What follows belongs to an exercise in optimizing a design on an open flow for small area; a production flow would make more cautious choices.
Function was not checked in any run shown here: the RTL went through the layout flow alone.

==> flow/design.v (outline; a module is shown in full before it is edited, if it fits) <==
// module fir: 1295 lines
// module fa: 4 lines
// module ha: 4 lines
// module hn: 4 lines
module fir(
    input clk,
    input rst,
    input signed [15:0] x_in,
    output reg signed [31:0] y_out
);
  // ...
==> flow/run.sh <==
#!/bin/bash
# synth_recipe.tcl (not shown) runs the flow's synth.tcl, then flattens the netlist and writes it again
# the make line also repeats each setting of config.mk as NAME=value (left out here)
make -C /OpenROAD-flow-scripts/flow DESIGN_CONFIG=/design/flow/config.mk WORK_HOME=/design/flow/orfs CLKGATE_MAP_FILE= SYNTH_SCRIPT=/design/flow/synth_recipe.tcl finish
==> flow/config.mk <==
export PLATFORM = sky130hd
export DESIGN_NAME = fir
export DESIGN_NICKNAME = fir
export VERILOG_FILES = /design/flow/design.v
export SDC_FILE = /design/flow/constraint.sdc
export NUM_CORES = 4
export LEC_CHECK = 0
export CAP_MARGIN = 20
export CORE_MARGIN = 2
export CORE_UTILIZATION = 60
export CTS_BUF_LIST = sky130_fd_sc_hd__clkbuf_8
export CTS_CLUSTER_DIAMETER = 80
export CTS_CLUSTER_SIZE = 20
export PLACE_DENSITY = 0.75
export SLEW_MARGIN = 20
export SYNTH_HIERARCHICAL = 1
export SYNTH_MINIMUM_KEEP_SIZE = 0
==> flow/constraint.sdc <==
create_clock -name core_clock -period 12.0 [get_ports {clk}]
set_input_delay 2.4000 -clock core_clock [delete_from_list [all_inputs] [get_ports {clk}]]
set_output_delay 2.4000 -clock core_clock [all_outputs]
set_load 0.01 [all_outputs]
==> out/summary.txt, run 1 <==
status -> finished clean
crit path capture type -> flip-flop
H-tree depth -> 1
Largest Register -> y_out
full die area -> 35100 µm²
synthesis-to-finish area growth -> 6.92%
first-pass GRT wire length -> 66800 µm
Syn Inst Count -> 1062
most used cell, CP -> fa_1
worst rel slew slack -> 0.370
Crit Path Max Fanout -> 4
Tmin final -> 11600 ps
synth top area cells -> fa_1 58%, dfrtp_1 34%, ha_1 2.7%
Worst path top cell family by delay -> adder cells
vias per cell -> 5.61
Commonest cells post-synth -> 583 x fa_1, 272 x dfrtp_1, 90 x inv_1
multi-input logic area -> 12600 µm²
nets -> 1779
Max stage delay on crit path -> 660 ps
Post-CTS Setup Bufs -> 0
worst reg2reg path startpoint -> r9[0]
Largest area class, layout -> multi-input gates
layout cells sized above 1 -> 0.0438
Die Y -> 187 µm
setup violation total in the final timing report -> 0
Post-synth EDFFs -> 0
fin worst setup slack -> 401 ps
antenna violations before repair -> 0
==> run 2: changes to the inputs <==
--- a/flow/config.mk
+++ b/flow/config.mk
@@ -9,8 +9,8 @@
 export CORE_MARGIN = 2
 export CORE_UTILIZATION = 60
 export CTS_BUF_LIST = sky130_fd_sc_hd__clkbuf_8
-export CTS_CLUSTER_DIAMETER = 80
-export CTS_CLUSTER_SIZE = 20
+export CTS_CLUSTER_DIAMETER = 70
+export CTS_CLUSTER_SIZE = 18
 export PLACE_DENSITY = 0.75
 export SLEW_MARGIN = 20
 export SYNTH_HIERARCHICAL = 1
==> run 2 against run 1 <==
  * First-iteration DRC count down 5.2%
  * Die area stayed put
  * Via count is 0.68% higher
  * Cell count grew 0.13%
  * Critical path depth increased by 1
  * Utilization grew 0.26 points
  * Clock-buffer cell count rose by 3
  * Wire length unchanged
  * Cell area up 0.40%
  * Hold slack got worse by 19 ps
  * Clock skew grew 42 ps
  * Largest cell class unchanged
==> out/summary.txt, run 2 <==
status -> finished clean (unchanged)
hold buffer count at cts -> 0 (unchanged)
final setup TNS -> 0 ps (unchanged)
crit path capture type -> flip-flop (unchanged)
Resized Gates After CTS -> 0 (unchanged)
arrival time worst endpoint -> 12090 ps (was 12070 ps)
final hold viol count -> 0 (unchanged)
core footprint -> 33300 µm² (unchanged)
first-pass GRT wire length -> 66700 µm (was 66800 µm)
Fillers -> 2321 (was 2327)
final core utilization -> 0.651 (was 0.648)
synth top area cells -> fa_1 58%, dfrtp_1 34%, ha_1 2.7% (unchanged)
all-layer global routing usage -> 0.270 (about the same)
Post-DRT Antenna Nets -> 0 (unchanged)
total grt overflow -> 0 (unchanged)
CP required -> 12510 ps (was 12470 ps)
GR Layer Usage met1 -> 0.434 (was 0.439)
total wire length -> 43400 µm (unchanged)
worst min-delay path class -> reg2reg (unchanged)
drt pass-1 iters -> 5 (unchanged)
worst rel slew slack -> 0.365 (was 0.370)
Max stage delay on crit path -> 570 ps (was 660 ps)
row count -> 67 (unchanged)
Synth top area share -> 0.579 (unchanged)
Syn Inst Count -> 1062 (unchanged)
wire per inst -> 27.3 µm (about the same)
most used cell, CP -> fa_1 (unchanged)
post-synth cell types -> 27 (unchanged)
Crit-path slowest cell -> fa_1 (unchanged)
Iteration-0 DRC Markers -> 673 (was 710)
Final Cycle Share -> 0.965 (was 0.967)
Crit Path Max Fanout -> 4 (unchanged)
commonest non-fill, non-tap cell in the layout -> fa_1 (unchanged)
CP Launch Type -> flip-flop (unchanged)
commonest non-fill, non-tap cells in the layout -> 583 x fa_1, 272 x dfrtp_1, 89 x inv_1 (was 583 x fa_1, 272 x dfrtp_1, 92 x inv_1)
Hold Slack -> 337 ps (was 356 ps)
Post-DP HPWL -> 38300 µm (unchanged)
Initial Util -> 0.606 (unchanged)
Avg Synthesized Cell Area -> 19.0 µm² (unchanged)
Max Cap Viol -> 0 (unchanged)
RSZ-0062 raised after global routing -> false (unchanged)
Die X -> 187 µm (unchanged)
flip-flop count of the largest register after layout -> 32 (unchanged)
Final Max Tran Viols -> 0 (unchanged)
CTS sink count -> 288 (unchanged)
full die area -> 35100 µm² (unchanged)
Post-CTS Setup Bufs -> 0 (unchanged)
via count -> 8973 (was 8912)
later-pin clock latency in the skew report -> 620 ps (was 580 ps)
setup violation total in the final timing report -> 0 (unchanged)
met3 GRT Util -> 0.0865 (was 0.0818)
number of buffers created by CTS -> 22 (was 19)
Commonest cells post-synth -> 583 x fa_1, 272 x dfrtp_1, 90 x inv_1 (unchanged)
final antenna diode count -> 0 (unchanged)
Tmin final -> 11570 ps (was 11600 ps)
syn_nets -> 1707 (unchanged)
WS Path Type -> reg2reg (unchanged)
leading area contributor after synthesis -> fa_1 (unchanged)
Largest Register -> y_out (unchanged)
largest net degree at the start of global routing -> 147 (unchanged)
fmax -> 86.4 MHz (was 86.2 MHz)
Clock Tree Buf Depth -> 3 (unchanged)
Top Usage Layer GRT -> met1 (unchanged)
root buffer cell -> clkbuf_8 (unchanged)
antenna violations before repair -> 0 (unchanged)
Post-synth EDFFs -> 0 (unchanged)
Synth Register Bits -> 288 (unchanged)
met2 Use GR -> 0.376 (was 0.375)
H-tree depth -> 1 (unchanged)
count leader, synth -> fa_1 (unchanged)
vias per cell -> 5.64 (was 5.61)
layout cells sized above 1 -> 0.0490 (was 0.0438)
TritonCTS clock tree -> done (unchanged)
Synthesis Warnings -> 7 (unchanged)
Mapped Area -> 20200 µm² (unchanged)
Buffers on Ports -> 49 (unchanged)
nets -> 1782 (was 1779)
Die Y -> 187 µm (unchanged)
ys async rst share -> 1.00 (unchanged)
clk slew on worst S/H paths -> 110 ps (was 120 ps)
GP Congestion -> 0.914 (unchanged)
Tightest Pin Transition -> 952 ps (was 945 ps)
ys flop type -> dfrtp_1 (unchanged)
synthesis-to-finish area growth -> 7.35% (was 6.92%)
sequential area share after synthesis -> 0.358 (unchanged)
number of global-route vias before repair -> 11100 (was 11000)
Top-Level Pins -> 50 (unchanged)
DRC viols -> 0 (unchanged)
Clock Skews -> 65.4 ps (was 23.6 ps)
## run 2: modules after synthesis (local to each module, per instance)
module,copies in the design,cells inside
fir,1,447
fa,583,1
ha,32,1
## run 2: layout make-up
cell class                      count  area [µm²]  share of cell area
Timing Repair Buffer               51         505              0.0233
Inverter                           90         345              0.0159
Multi-Input combinational cell    684       12600               0.582
Sequential cell                   288        7230               0.334
Clock inverter                      8         106             0.00491
Clock buffer                       22         303              0.0140
Tap cell                          448         561              0.0259
## run 2: layer usage
metal | share of wire | wire length (µm)
met1 | 0.45 | 19500
met2 | 0.44 | 19100
met3 | 0.093 | 4030
met4 | 0.017 | 719
met5 | 0 | 0
## run 2: path summary, 6_finish.rpt
check	from	endpoint	slack, ps	cells after the start
setup / recovery	r9[0]	y_out[31]	430	30
hold / removal	r11[0]	r12[0]	340	0
setup reg to reg	r9[0]	y_out[31]	430	30
hold reg to reg	r11[0]	r12[0]	340	0
max in group asynchronous	rst	r0[14]	8060	3
min in group asynchronous	rst	r6[5]	2410	2
## run 2: cell families after synthesis
logic type               Yosys count  synth area share
adder cells (fa/ha/maj)          627             0.606
flip-flops                       288             0.358
buffers and inverters             90            0.0167
AO/OA/AOI/OAI                     23           0.00813
AND/OR/NAND/NOR                   19           0.00447
XOR/XNOR                          15           0.00651
## run 2: critical path: cells and delay by family, from the launching register on
kind / cells / cell delay [ps]
xor+xnor: 1 / 140
flops: 1 / 420
compound gates: 4 / 830
buf+inv: 1 / 50
fa+ha+maj: 24 / 10010
## run 2: stage by stage
step	setup slack, ps	std cells	area, µm²
2_1_floorplan	1160	1062	20200
3_3_place_gp	564	1561	21200
3_5_place_dp	426	1561	21200
4_1_cts	407	1591	21700
5_1_grt	42.0	1591	21700
6_report	426	1591	21700
==> run 3: changes to the inputs <==
--- a/flow/config.mk
+++ b/flow/config.mk
@@ -9,8 +9,8 @@
 export CORE_MARGIN = 2
 export CORE_UTILIZATION = 60
 export CTS_BUF_LIST = sky130_fd_sc_hd__clkbuf_8
-export CTS_CLUSTER_DIAMETER = 70
-export CTS_CLUSTER_SIZE = 18
+export CTS_CLUSTER_DIAMETER = 60
+export CTS_CLUSTER_SIZE = 16
 export PLACE_DENSITY = 0.75
 export SLEW_MARGIN = 20
 export SYNTH_HIERARCHICAL = 1
==> run 3 against run 2 <==
  * First-iteration DRC count decreased by 0.74%
  * Utilization increased by 0.25 points
  * Critical path depth unchanged
  * Worst setup slack got worse by 10 ps
  * Flip-flop and latch count unchanged
  * Non-clock buffer count unchanged
  * Via count decreased by 0.23%
  * Cell area increased by 0.38%
==> out/summary.txt, run 3 <==
status -> finished clean (unchanged)
CTS sink count -> 288 (unchanged)
multi-input logic area -> 12600 µm² (unchanged)
clk slew on worst S/H paths -> 100 ps (was 110 ps)
flip-flop count of the largest register after layout -> 32 (unchanged)
Final Max Tran Viols -> 0 (unchanged)
worst reg2reg path startpoint -> r9[0] (unchanged)
number of global-route vias before repair -> 11100 (about the same)
Tmin final -> 11580 ps (was 11570 ps)
Final Cycle Share -> 0.965 (about the same)
total grt overflow -> 0 (unchanged)
row count -> 67 (unchanged)
Post-DP HPWL -> 38300 µm (unchanged)
root buffer cell -> clkbuf_8 (unchanged)
Clock Tree Buf Depth -> 3 (unchanged)
Crit-path slowest cell -> fa_1 (unchanged)
drt pass-1 iters -> 5 (unchanged)
nets -> 1785 (was 1782)
reg2reg path depth -> 30 (unchanged)
Synthesis Warnings -> 7 (unchanged)
worst min-delay path class -> reg2reg (unchanged)
DRC viols -> 0 (unchanged)
Resized Gates After CTS -> 0 (unchanged)
setup violation total in the final timing report -> 0 (unchanged)
Synth Register Bits -> 288 (unchanged)
full die area -> 35100 µm² (unchanged)
Die X -> 187 µm (unchanged)
worst rel slew slack -> 0.359 (was 0.365)
TritonCTS clock tree -> done (unchanged)
Largest Register -> y_out (unchanged)
Clock Skews -> 32.0 ps (was 65.4 ps)
hold buffer count at cts -> 0 (unchanged)
crit path capture type -> flip-flop (unchanged)
syn_nets -> 1707 (unchanged)
most used cell, CP -> fa_1 (unchanged)
core footprint -> 33300 µm² (unchanged)
H-tree depth -> 1 (unchanged)
Worst path top cell family by delay -> adder cells (unchanged)
arrival time worst endpoint -> 12070 ps (was 12090 ps)
Post-synth EDFFs -> 0 (unchanged)
WS Path Type -> reg2reg (unchanged)
Avg Synthesized Cell Area -> 19.0 µm² (unchanged)
post-synth cell types -> 27 (unchanged)
WP buf/inv -> 1 (unchanged)
leading area contributor after synthesis -> fa_1 (unchanged)
ys async rst share -> 1.00 (unchanged)
number of buffers created by CTS -> 25 (was 22)
Critical Path Start -> r9[0] (unchanged)
all-layer global routing usage -> 0.271 (was 0.270)
vias per cell -> 5.61 (was 5.64)
ys flop type -> dfrtp_1 (unchanged)
Finished Layout Cells -> 1597 (was 1591)
Crit Path Max Fanout -> 4 (unchanged)
Tightest Pin Transition -> 961 ps (was 952 ps)
Max stage delay on crit path -> 670 ps (was 570 ps)
GP Congestion -> 0.914 (unchanged)
sequential area share after synthesis -> 0.358 (unchanged)
Syn Inst Count -> 1062 (unchanged)
fmax -> 86.3 MHz (was 86.4 MHz)
via count -> 8952 (was 8973)
worst hold start -> r0[14] (was r11[0])
final hold viol count -> 0 (unchanged)
fin worst setup slack -> 415 ps (was 426 ps)
Fillers -> 2306 (was 2321)
first-pass GRT wire length -> 66900 µm (was 66700 µm)
Buffers on Ports -> 49 (unchanged)
placed cell area -> 21200 µm² (unchanged)
commonest non-fill, non-tap cell in the layout -> fa_1 (unchanged)
Post-DRT Antenna Nets -> 0 (unchanged)
Sequential cell area -> 7230 µm² (unchanged)
final instance area -> 21700 µm² (about the same)
pre-CTS WS -> 426 ps (unchanged)
Synth top area share -> 0.579 (unchanged)
antenna violations before repair -> 0 (unchanged)
CP Launch Type -> flip-flop (unchanged)
final antenna diode count -> 0 (unchanged)
commonest non-fill, non-tap cells in the layout -> 583 x fa_1, 272 x dfrtp_1, 89 x inv_1 (unchanged)
total wire length -> 43600 µm (was 43400 µm)
wire per inst -> 27.3 µm (about the same)
Top-Level Pins -> 50 (unchanged)
Commonest cells post-synth -> 583 x fa_1, 272 x dfrtp_1, 90 x inv_1 (unchanged)
synthesis-to-finish area growth -> 7.76% (was 7.35%)
layout cells sized above 1 -> 0.0540 (was 0.0490)
synth top area cells -> fa_1 58%, dfrtp_1 34%, ha_1 2.7% (unchanged)
number of cells on the critical path -> 30 (unchanged)
Hold Slack -> 350 ps (was 337 ps)
count leader, synth -> fa_1 (unchanged)
Initial Util -> 0.606 (unchanged)
final core utilization -> 0.653 (was 0.651)
RSZ-0062 raised after global routing -> false (unchanged)
final setup TNS -> 0 ps (unchanged)
CP required -> 12490 ps (was 12510 ps)
Max Cap Viol -> 0 (unchanged)
later-pin clock latency in the skew report -> 620 ps (about the same)
DP Cell Count -> 1561 (unchanged)
cell count of the worst hold path -> 0 (unchanged)
Die Y -> 187 µm (unchanged)
Mapped Area -> 20200 µm² (unchanged)
largest net degree at the start of global routing -> 147 (unchanged)
Iteration-0 DRC Markers -> 668 (was 673)
Post-CTS Setup Bufs -> 0 (unchanged)
-- run 3: cell types whose count changed in the layout (fill, tap and decap cells not counted), sizes merged --
cell | before | now
bufinv | 1 | 2
clkbuf | 22 | 25
clkinv | 2 | 3
clkinvlp | 0 | 2
inv | 95 | 94
-- run 3: final timing paths --
check                            end  slack, ps
setup / recovery           y_out[30]        420
hold / removal                r1[14]        350
setup reg to reg           y_out[30]        420
hold reg to reg               r1[14]        350
max in group asynchronous     r0[14]       8120
min in group asynchronous     r13[3]       2370
-- run 3: worst register-to-register path: cells and delay by family (launching register included) --
family	cells	cell delay [ps]
adder cells (fa/ha/maj)	24	10130
AO/OA/AOI/OAI	4	730
flip-flops	1	410
XOR/XNOR	1	150
buffers and inverters	1	50
-- run 3: layout make-up --
cell class	instances	area share
repair buffers	51	0.0233
clock buffers	25	0.0158
multi-input cells	684	0.580
flip-flops and latches	288	0.332
clock inverters	11	0.00679
well taps	448	0.0258
inverters	90	0.0159
-- run 3: modules after synthesis (local to each module, per instance) --
| module | copies in the design | flip-flops and latches | area, µm² |
|---|---|---|---|
| fa | 583 | 0 | 20.0 |
| fir | 1 | 288 | 8100 |
| ha | 32 | 0 | 12.5 |
-- run 3: cells by family after synthesis --
kind of cell,Yosys count,share of synthesized area
adder cells (fa/ha/maj),627,0.606
flip-flops,288,0.358
buffers and inverters,90,0.0167
AO/OA/AOI/OAI,23,0.00813
AND/OR/NAND/NOR,19,0.00447
XOR/XNOR,15,0.00651
-- run 3: layer usage --
metal	track usage	vias to the layer above	part of all wire
li1	-	3376	-
met1	0.436	5205	0.45
met2	0.376	323	0.44
met3	0.0812	48	0.091
met4	0.0537	0	0.018
met5	0.00824	-	0
==> run 4: changes to the inputs <==
==> flow/flow/run.sh (new file) <==
#!/bin/bash
# Own flow: the standard layout, except that the port buffers that
# global placement inserts are the smallest buffer cell (buf_1) instead of
# the default choice.  Everything else (synthesis, floorplan, power grid,
# CTS, routing) is the standard flow run through standard.sh.
set -euo pipefail
export BUFFER_PORTS_ARGS="-buffer_cell sky130_fd_sc_hd__buf_1"
bash standard.sh > standard.log 2>&1
==> flow/standard.sh (new file) <==
#!/bin/bash
# synth_recipe.tcl (not shown) runs the flow's synth.tcl, then flattens the netlist and writes it again
# the make line also repeats each setting of config.mk as NAME=value (left out here)
make -C /OpenROAD-flow-scripts/flow DESIGN_CONFIG=/design/flow/config.mk WORK_HOME=/design/flow/orfs CLKGATE_MAP_FILE= SYNTH_SCRIPT=/design/flow/synth_recipe.tcl "${@:-finish}"
--- a/flow/config.mk
+++ b/flow/config.mk
@@ -9,8 +9,8 @@
 export CORE_MARGIN = 2
 export CORE_UTILIZATION = 60
 export CTS_BUF_LIST = sky130_fd_sc_hd__clkbuf_8
-export CTS_CLUSTER_DIAMETER = 60
-export CTS_CLUSTER_SIZE = 16
+export CTS_CLUSTER_DIAMETER = 70
+export CTS_CLUSTER_SIZE = 18
 export PLACE_DENSITY = 0.75
 export SLEW_MARGIN = 20
 export SYNTH_HIERARCHICAL = 1
removed: flow/run.sh
==> run 4 against run 3 <==
  * Highest routed layer unchanged
  * Sequential share of layout area rose by 0.63 points
  * Still clean
  * Critical path type unchanged
  * Critical path depth did not move
  * Die area did not move
  * Clock skew rose by 0.91 ps
  * Wire length fell by 2.1%
  * Register-to-register slack got worse by 50 ps
  * Non-clock buffer count did not move
  * Via count fell by 0.37%
  * Worst setup slack got worse by 46 ps
==> out/summary.txt, run 4 <==
status -> finished clean (unchanged)
Tmin final -> 11630 ps (was 11580 ps)
Iteration-0 DRC Markers -> 758 (was 668)
clk slew on worst S/H paths -> 100 ps (about the same)
pre-CTS WS -> 486 ps (was 426 ps)
Worst path top cell family by delay -> adder cells (unchanged)
CP Launch Type -> flip-flop (unchanged)
drt pass-1 iters -> 5 (unchanged)
CTS sink count -> 288 (unchanged)
largest net degree at the start of global routing -> 140 (was 147)
multi-input logic area -> 12600 µm² (unchanged)
DP Cell Count -> 1561 (unchanged)
most used cell, CP -> fa_1 (unchanged)
Post-DP HPWL -> 37600 µm (was 38300 µm)
Die Y -> 187 µm (unchanged)
final hold viol count -> 0 (unchanged)
WP buf/inv -> 1 (unchanged)
core footprint -> 33300 µm² (unchanged)
commonest non-fill, non-tap cell in the layout -> fa_1 (unchanged)
Final Cycle Share -> 0.969 (was 0.965)
fmax -> 86.0 MHz (was 86.3 MHz)
setup violation total in the final timing report -> 0 (unchanged)
ys async rst share -> 1.00 (unchanged)
Top-Level Pins -> 50 (unchanged)
hold buffer count at cts -> 0 (unchanged)
Commonest cells post-synth -> 583 x fa_1, 272 x dfrtp_1, 90 x inv_1 (unchanged)
root buffer cell -> clkbuf_8 (unchanged)
leading area contributor after synthesis -> fa_1 (unchanged)
later-pin clock latency in the skew report -> 620 ps (about the same)
CP required -> 12480 ps (was 12490 ps)
arrival time worst endpoint -> 12110 ps (was 12070 ps)
layout cells sized above 1 -> 0.0480 (was 0.0540)
sequential area share after synthesis -> 0.358 (unchanged)
Fillers -> 2316 (was 2306)
Sequential cell area -> 7230 µm² (unchanged)
crit path capture type -> flip-flop (unchanged)
Crit-path slowest cell -> fa_1 (unchanged)
Initial Util -> 0.606 (unchanged)
FF-to-FF setup slack -> 370 ps (was 420 ps)
fin worst setup slack -> 369 ps (was 415 ps)
H-tree depth -> 1 (unchanged)
total wire length -> 42700 µm (was 43600 µm)
Post-synth EDFFs -> 0 (unchanged)
total grt overflow -> 0 (unchanged)
final antenna diode count -> 0 (unchanged)
Synth top area share -> 0.579 (unchanged)
WS Path Type -> reg2reg (unchanged)
Resized Gates After CTS -> 0 (unchanged)
synth top area cells -> fa_1 58%, dfrtp_1 34%, ha_1 2.7% (unchanged)
syn_nets -> 1707 (unchanged)
Max stage delay on crit path -> 740 ps (was 670 ps)
Clock Tree Buf Depth -> 3 (unchanged)
commonest non-fill, non-tap cells in the layout -> 583 x fa_1, 272 x dfrtp_1, 93 x inv_1 (was 583 x fa_1, 272 x dfrtp_1, 89 x inv_1)
Mapped Area -> 20200 µm² (unchanged)
synthesis-to-finish area growth -> 5.77% (was 7.76%)
number of global-route vias before repair -> 10900 (was 11100)
first-pass GRT wire length -> 66000 µm (was 66900 µm)
Post-DRT Antenna Nets -> 0 (unchanged)
Tightest Pin Transition -> 920 ps (was 961 ps)
vias per cell -> 5.60 (was 5.61)
Finished Layout Cells -> 1594 (was 1597)
Avg Synthesized Cell Area -> 19.0 µm² (unchanged)
final core utilization -> 0.641 (was 0.653)
final setup TNS -> 0 ps (unchanged)
Clock Skews -> 32.9 ps (was 32.0 ps)
Crit Path Max Fanout -> 4 (unchanged)
Synth Register Bits -> 288 (unchanged)
Syn Inst Count -> 1062 (unchanged)
ys flop type -> dfrtp_1 (unchanged)
Post-CTS Setup Bufs -> 0 (unchanged)
flip-flop count of the largest register after layout -> 32 (unchanged)
worst rel slew slack -> 0.387 (was 0.359)
worst min-delay path class -> reg2reg (unchanged)
GP Congestion -> 0.920 (was 0.914)
row count -> 67 (unchanged)
Final Max Tran Viols -> 0 (unchanged)
all-layer global routing usage -> 0.267 (was 0.271)
Hold Slack -> 356 ps (was 350 ps)
Die X -> 187 µm (unchanged)
RSZ-0062 raised after global routing -> false (unchanged)
nets -> 1782 (was 1785)
via count -> 8919 (was 8952)
Buffers on Ports -> 49 (unchanged)
wire per inst -> 26.8 µm (was 27.3 µm)
Max Cap Viol -> 0 (unchanged)
TritonCTS clock tree -> done (unchanged)
Synthesis Warnings -> 7 (unchanged)
post-synth cell types -> 27 (unchanged)
number of buffers created by CTS -> 22 (was 25)
full die area -> 35100 µm² (unchanged)
antenna violations before repair -> 0 (unchanged)
Largest Register -> y_out (unchanged)
DRC viols -> 0 (unchanged)
count leader, synth -> fa_1 (unchanged)
run 4: Yosys stat by module, one instance, submodules excluded:
module  copies in the design  cells  flops+latches
fa                       583      1              0
fir                        1    447            288
ha                        32      1              0
run 4: cell families (layout without fill, tap and decap cells):
logic type | Yosys count | after routing | synth area share
adders and majority gates | 627 | 627 | 0.606
DFF | 288 | 288 | 0.358
buffers and inverters | 90 | 174 | 0.0167
AOI/OAI and AO/OA | 23 | 23 | 0.00813
and+or+nand+nor | 19 | 19 | 0.00447
xor gates and xnor gates | 15 | 15 | 0.00651
run 4: per-stage QoR:
step           cell area [µm²]
2_1_floorplan            20200
3_3_place_gp             20900
3_5_place_dp             20900
4_1_cts                  21300
5_1_grt                  21300
6_report                 21300
run 4: path summary, 6_finish.rpt:
path                       startpoint         to  cells past startpoint
max in group asynchronous         rst  y_out[30]                      3
hold reg to reg                 r0[5]      r1[5]                      0
hold / removal                  r0[5]      r1[5]                      0
min in group asynchronous         rst      r1[3]                      2
setup reg to reg                r7[0]  y_out[31]                     30
setup / recovery                r7[0]  y_out[31]                     30
run 4: routing by layer:
metal,GRT usage,vias up,routed length (µm)
met3,0.0886,42,4140
met1,0.426,5205,18800
met5,0,-,0
li1,-,3367,-
met2,0.376,305,19100
met4,0.0418,0,567
run 4: area by class of cell:
type	count	area share
clock buffer	22	0.0142
clock inverter	11	0.00422
inverter	90	0.0162
multi-input combinational	684	0.591
sequential	288	0.339
tap	448	0.0263
timing repair buffer	51	0.00950

[re-timing with driven ports]
How much do the figures lean on ideal ports? The routed layouts below were timed once more, with nothing changed but the port constraints. Step 1 sets driving cells, clkbuf_16 on the clock port and buf_2 on the other inputs (assumed; they add their load-dependent delay and slew). Step 2 times the ports against the registers' clock, not the clock port: input delays grow and output delays shrink by t, the midpoint of the rising clock arrivals with the driver on. Three values: ideal, step 1, step 2; two values: the first two.
run	t (ns)	setup slack, ns	worst setup path at the end	slew at the worst register clock pin (ns)	worst data-port slew with drivers (ns)
run 1	0.621	0.401 / 0.401 / 0.401	register to register	0.12 / 0.12	0.03
run 2	0.645	0.426 / 0.426 / 0.426	register to register	0.11 / 0.11	0.03
run 3	0.652	0.415 / 0.415 / 0.415	register to register	0.10 / 0.10	0.03
run 4	0.651	0.369 / 0.369 / 0.369	register to register	0.11 / 0.11	0.03
After both steps every run listed still meets setup and hold.
